Source: an optimization exercise on an open RTL-to-GDS flow (aim: small area). Production flows keep margins and buffers that such runs may drop. Only simulation tests tie the RTL to the original design; equivalence was not proved. Power and IR drop assume default switching activity.

## JK
==> flow/design.v <==
module fb_vin_path (
    input  logic         rstn_i,
    input  logic         vin_clk_i,
    input  logic         vin_hsync_i,
    input  logic         vin_vsync_i,
    input  logic         vin_de_i,
    input  logic         vin_ce_i,
    input  logic [7:0]   vin_r_i,
    input  logic [7:0]   vin_g_i,
    input  logic [7:0]   vin_b_i,
    input  logic [9:0]   vin_width_i,
    input  logic [8:0]   vin_height_i,
    output logic         pack_wr_o,
    output logic [127:0] pack_data_o,
    output logic [9:0]   vin_buf_start_pixel_o,
    output logic [9:0]   vin_buf_start_word_o,
    output logic [8:0]   vin_buf_line_o,
    output logic         vin_buf_data_ready_o,
    output logic         vin_buf_data_flush_o,
    output logic [9:0]   vin_line_length_o,
    output logic [1:0]   vin_frame_slot_o
);
logic       hs1, vs1;
logic [5:0] pos;         
logic       bz;          
logic [8:0] line;        
wire hs_rise  = vin_hsync_i & ~hs1;
wire vs_rise  = vin_vsync_i & ~vs1;
wire acc      = vin_de_i & vin_ce_i;
wire pos_nz   = |pos;
wire burst    = acc & (pos == 6'd47);
wire fl_next  = hs_rise & pos_nz;
wire evt      = burst | fl_next;
wire [9:0] swc = bz ? 10'd0 : vin_buf_start_word_o + 10'd9;
wire [9:0] sw_next = evt ? swc : vin_buf_start_word_o;
logic [9:0] len9;
assign vin_line_length_o = len9 + 10'd9;
wire line_inc  = hs_rise & (pos_nz | (~bz & (vin_buf_start_word_o[5:0] != 6'd55)));
wire [5:0] sw6 = vin_buf_start_word_o[5:0];
wire [5:0] spo = sw6 + {sw6[4:0], 1'b0} + {sw6[2:0], 3'b000} + {sw6[0], 5'b00000};
assign vin_buf_start_pixel_o = {spo, 4'b0000};
always_ff @(posedge vin_clk_i or negedge rstn_i) begin
    if (!rstn_i) begin
        hs1 <= 1'b0;
        vs1 <= 1'b0;
        pos <= '0;
        bz <= 1'b1;
        line <= '0;
        vin_buf_start_word_o <= '0;
        vin_buf_line_o <= '0;
        vin_buf_data_ready_o <= 1'b0;
        vin_buf_data_flush_o <= 1'b0;
        len9 <= 10'h3f7;
        vin_frame_slot_o <= '0;
    end else begin
        hs1 <= vin_hsync_i;
        vs1 <= vin_vsync_i;
        vin_buf_data_ready_o <= burst;
        vin_buf_data_flush_o <= fl_next;
        if (hs_rise)
            pos <= '0;
        else if (acc)
            pos <= (pos == 6'd47) ? 6'd0 : pos + 6'd1;
        if (hs_rise)
            bz <= 1'b1;
        else if (burst)
            bz <= 1'b0;
        vin_buf_start_word_o <= sw_next;
        if (evt) begin
            vin_buf_line_o <= line;
        end
        if (vs_rise)
            line <= '0;
        else if (line_inc)
            line <= line + 9'd1;
        if (line_inc)
            len9 <= sw_next;
        if (vs_rise && (line == vin_height_i))
            vin_frame_slot_o <= (vin_frame_slot_o == 2'd3) ? 2'd1 : vin_frame_slot_o + 2'd1;
    end
end
logic        pw;         
logic [23:0] pix;        
logic [3:0]  align;      
logic [15:0] ovf_data;   
logic        clr;        
wire ovf = pack_wr_o & (align[3:2] == 2'b00) & (align[1] ^ align[0]);
wire flush_go = vin_buf_data_flush_o & (align != 4'd0);
logic [2:0] rsel;
always_comb begin
    case (align)
        4'd0, 4'd3, 4'd6, 4'd9, 4'd12, 4'd15: rsel = 3'b001;
        4'd1, 4'd4, 4'd7, 4'd10, 4'd13:       rsel = 3'b010;
        default:                              rsel = 3'b100;
    endcase
    rsel = rsel & {3{~clr}};
end
wire [23:0] lane = ({24{rsel[0]}} & pix)
                 | ({24{rsel[1]}} & {pix[15:0], pix[23:16]})
                 | ({24{rsel[2]}} & {pix[7:0], pix[23:8]});
always_ff @(posedge vin_clk_i or negedge rstn_i) begin
    if (!rstn_i) begin
        pw <= 1'b0;
        align <= '0;
        pack_wr_o <= 1'b0;
        clr <= 1'b1;
    end else begin
        pw <= acc;
        align <= flush_go ? 4'd0 : (pw ? align + 4'd3 : align);
        pack_wr_o <= (pw & (align >= 4'd13)) | flush_go;
        clr <= 1'b0;
    end
end
always_ff @(posedge vin_clk_i) begin
    pix <= {vin_r_i, vin_g_i, vin_b_i};
    ovf_data <= lane[23:8];
end
wire [3:0]  pos_lo = 4'b0001 << align[1:0];
wire [3:0]  pos_hi = (4'b0001 << align[3:2]) & {4{pw}};
wire [15:0] wpos;
genvar j;
generate
    for (j = 0; j < 16; j = j + 1) begin : g_pos
        assign wpos[j] = pos_lo[j % 4] & pos_hi[j / 4];
    end
    for (j = 0; j < 16; j = j + 1) begin : g_byte
        wire we = clr | wpos[j] | ((j >= 1) ? wpos[(j + 15) % 16] : 1'b0) | ((j >= 2) ? wpos[(j + 14) % 16] : 1'b0);
        if (j < 2) begin : g_wrap
            wire cp = ovf & (align > j);
            always_ff @(posedge vin_clk_i) begin
                if (cp)
                    pack_data_o[j*8 +: 8] <= ovf_data[j*8 +: 8];
                else if (we)
                    pack_data_o[j*8 +: 8] <= lane[(j%3)*8 +: 8];
            end
        end else begin : g_plain
            always_ff @(posedge vin_clk_i) begin
                if (we)
                    pack_data_o[j*8 +: 8] <= lane[(j%3)*8 +: 8];
            end
        end
    end
endgenerate
endmodule
Settings: LEC_CHECK=0, ABC_AREA=1, CAP_MARGIN=20, CORE_MARGIN=2, CORE_UTILIZATION=60, PLACE_DENSITY=0.75, SLEW_MARGIN=20; clock period 8.0 ns.
standard.sh (not shown) runs the stock make flow with config.mk's settings and CLKGATE_MAP_FILE= SYNTH_SCRIPT=/design/flow/synth_recipe.tcl, a recipe that flattens the netlist after the stock synthesis.
==> flow/flow/run.sh <==
#!/bin/bash
# The standard layout (standard.sh) with three changes:
#  - synthesis is synth_recipe.tcl unchanged except that ABC maps the logic
#    with flow/abc_area_map.script (area-oriented amap) instead of ORFS's
#    abc_area.script, and does not use the weak _0 cells that have the same
#    area as their _1 versions; registers are mapped before ABC, so they
#    are the same;
#  - the port buffers use the smallest buffer cell;
#  - clock tree synthesis uses clkbuf_8 leaf buffers on clusters of up to
#    15 registers, without dummy loads.
# All of ORFS's output goes to standard.log in this folder.
set -o pipefail
HERE=$(pwd)
{
  head -n 1 synth_recipe.tcl
  cat <<'EOT'
proc abc {args} {
  set i [lsearch $args -script]
  if {$i >= 0} { set args [lreplace $args [expr {$i + 1}] [expr {$i + 1}] $::env(FLOW_ABC_SCRIPT)] }
  foreach c {o21ai_0 a21boi_0 and2_0 or2_0 o311ai_0} { lappend args -dont_use sky130_fd_sc_hd__$c }
  yosys abc {*}$args
}
EOT
  tail -n +2 synth_recipe.tcl
} > flow_synth.tcl
sed "s#SYNTH_SCRIPT=[^ ]*#SYNTH_SCRIPT=$HERE/flow_synth.tcl#" standard.sh > flow_standard.sh
export FLOW_ABC_SCRIPT="$HERE/flow/abc_area_map.script"
export BUFFER_PORTS_ARGS="-buffer_cell sky130_fd_sc_hd__buf_1"
export CTS_ARGS="-sink_clustering_enable -repair_clock_nets -dont_use_dummy_load -buf_list {sky130_fd_sc_hd__clkbuf_8} -sink_clustering_size 15 -sink_clustering_max_diameter 60"
bash flow_standard.sh > standard.log 2>&1
==> flow/flow/abc_area_map.script <==
strash
dc2
dch -f
amap -m
topo
[inputs] MS vs JK
-- flow/flow/run.sh --
<<< JK, line 4
#    with flow/abc_area_map.script (area-oriented amap) instead of ORFS's
#    abc_area.script, and does not use the weak _0 cells that have the same
#    area as their _1 versions; registers are mapped before ABC, so they
#    are the same;
#  - the port buffers use the smallest buffer cell;
>>> MS, line 4
#    with flow/abc_area_map.script (area-oriented amap) instead of ORFS's
#    abc_area.script; registers are mapped before ABC, so they are the same;
#  - the port buffers use the smallest buffer cell;
<<< JK, line 19
  if {$i >= 0} { set args [lreplace $args [expr {$i + 1}] [expr {$i + 1}] $::env(FLOW_ABC_SCRIPT)] }
  foreach c {o21ai_0 a21boi_0 and2_0 or2_0 o311ai_0} { lappend args -dont_use sky130_fd_sc_hd__$c }
  yosys abc {*}$args
>>> MS, line 17
  if {$i >= 0} { set args [lreplace $args [expr {$i + 1}] [expr {$i + 1}] $::env(FLOW_ABC_SCRIPT)] }
  yosys abc {*}$args
--- outcome ---
- Compared with JK, MS has less setup slack.
- JK → MS: overall via count from detail_route saw a decrease; utilization after layout increased by 0.45 points relative to the old numbers; total power was more or less identical; final cell area excluding filler cells has increased; routed length on met2 roughly the same.
- In the flow results for JK and MS, the data arrival time of the critical path is smaller on JK.
### MS -> AL
==> flow/flow/run.sh <==
#!/bin/bash
# The standard layout (standard.sh) with three changes:
#  - synthesis is synth_recipe.tcl unchanged except that adders are left to
#    ABC instead of being mapped to the platform's adder cells first
#    (ADDER_MAP_FILE empty), ABC maps the logic with
#    flow/abc_area_map.script (area-oriented amap) instead of ORFS's
#    abc_area.script, and ABC does not use the weak _0 cells that have the
#    same area as their _1 versions; registers are mapped before ABC, so
#    they are the same;
#  - the port buffers use the smallest buffer cell;
#  - clock tree synthesis uses clkbuf_8 leaf buffers on clusters of up to
#    15 registers, without dummy loads.
# All of ORFS's output goes to standard.log in this folder.
set -o pipefail
HERE=$(pwd)
{
  head -n 1 synth_recipe.tcl
  cat <<'EOT'
proc abc {args} {
  set i [lsearch $args -script]
  if {$i >= 0} { set args [lreplace $args [expr {$i + 1}] [expr {$i + 1}] $::env(FLOW_ABC_SCRIPT)] }
  foreach c {o21ai_0 a21boi_0 and2_0 or2_0 o311ai_0} { lappend args -dont_use sky130_fd_sc_hd__$c }
  yosys abc {*}$args
}
EOT
  tail -n +2 synth_recipe.tcl
} > flow_synth.tcl
sed "s#SYNTH_SCRIPT=[^ ]*#SYNTH_SCRIPT=$HERE/flow_synth.tcl ADDER_MAP_FILE=#" standard.sh > flow_standard.sh
export FLOW_ABC_SCRIPT="$HERE/flow/abc_area_map.script"
export BUFFER_PORTS_ARGS="-buffer_cell sky130_fd_sc_hd__buf_1"
export CTS_ARGS="-sink_clustering_enable -repair_clock_nets -dont_use_dummy_load -buf_list {sky130_fd_sc_hd__clkbuf_8} -sink_clustering_size 15 -sink_clustering_max_diameter 60"
bash flow_standard.sh > standard.log 2>&1
==> flow/flow/abc_area_map.script <==
strash
dc2
dc2
dch -f
amap -m -F 10 -A 10
topo
==> run notes <==
- Going from MS to AL, count of inverters other than clock inverters in the layout shrank by about 8%; clock period minus final worst setup slack decreased 0.25 ns; maximum cell stage delay along the critical path has decreased; final instance area shows a reduction of 3.0%.
- For the area fraction in compound gates after synthesis, AL came in 0.86 points higher than MS did.
- In AL the portion of the clock cycle consumed by the worst path in the final layout turned out 3.1 points lower than in MS.
- AL vs MS, routed wire length on met3 went down by about 11%.
--- input diff AL..TR ---
==> flow/flow/run.sh <==
#!/bin/bash
# The standard layout (standard.sh) with three changes:
#  - synthesis is synth_recipe.tcl unchanged except that ABC maps the logic
#    with flow/abc_area_map.script (area-oriented amap) instead of ORFS's
#    abc_area.script; registers are mapped before ABC, so they are the same;
#  - the port buffers use the smallest buffer cell;
#  - clock tree synthesis uses clkbuf_4 buffers on clusters of up to
#    8 registers within 35 um, without dummy loads.
# All of ORFS's output goes to standard.log in this folder.
set -o pipefail
HERE=$(pwd)
{
  head -n 1 synth_recipe.tcl
  cat <<'EOT'
proc abc {args} {
  set i [lsearch $args -script]
  if {$i >= 0} { set args [lreplace $args [expr {$i + 1}] [expr {$i + 1}] $::env(FLOW_ABC_SCRIPT)] }
  yosys abc {*}$args
}
EOT
  tail -n +2 synth_recipe.tcl
} > flow_synth.tcl
sed "s#SYNTH_SCRIPT=[^ ]*#SYNTH_SCRIPT=$HERE/flow_synth.tcl#" standard.sh > flow_standard.sh
export FLOW_ABC_SCRIPT="$HERE/flow/abc_area_map.script"
export BUFFER_PORTS_ARGS="-buffer_cell sky130_fd_sc_hd__buf_1"
export CTS_ARGS="-sink_clustering_enable -repair_clock_nets -dont_use_dummy_load -buf_list {sky130_fd_sc_hd__clkbuf_4} -sink_clustering_size 8 -sink_clustering_max_diameter 35"
bash flow_standard.sh > standard.log 2>&1
==> flow/flow/abc_area_map.script <==
strash
dc2
dch -f
amap -m
topo
Notes after the runs:
- Between AL and TR, internal reg-to-reg setup slack is higher for TR, AL comes in under that.
- Changes observed in TR relative to AL: combinational-cell power consumption down 19%; instance count of the mapped netlist up 3.4%; average vias per placed instance down about 0.7%.
- Worst setup slack for TR is lower than for AL.

[separate check: timing with driven ports]
How much do the figures lean on ideal ports? The routed layouts below were timed once more, with nothing changed but the port constraints. Step 1, drivers: a clkbuf_16 drives vin_clk_i and a buf_2 each remaining input, both assumed. Step 2 moves the port delays by t, midway between the first and last clock arrival at a register: inputs arrive t later, outputs are due t later. That takes back most of the time a late clock gives input paths. Three values: no drivers, after step 1, after step 2; two values: the first two.
| run | t (ns) | setup WS [ns] | clock arrival spread, ns | slew at the worst register clock pin (ns) | worst slew at a driven data input, ns |
|---|---|---|---|---|---|
| JK | 0.514 | 3.363 / 3.325 / 3.767 | 0.033 / 0.033 | 0.10 / 0.10 | 0.07 |
| MS | 0.516 | 3.342 / 3.303 / 3.807 | 0.031 / 0.031 | 0.09 / 0.09 | 0.06 |
| AL | 0.520 | 3.588 / 3.605 / 3.086 | 0.050 / 0.049 | 0.10 / 0.10 | 0.04 |
| TR | 0.613 | 3.258 / 3.225 / 3.805 | 0.048 / 0.047 | 0.09 / 0.09 | 0.06 |
After both steps setup and hold are still met in every run listed. The setup slack of AL, which loses most, moves by +0.017 ns with the drivers and by -0.502 ns with both steps.
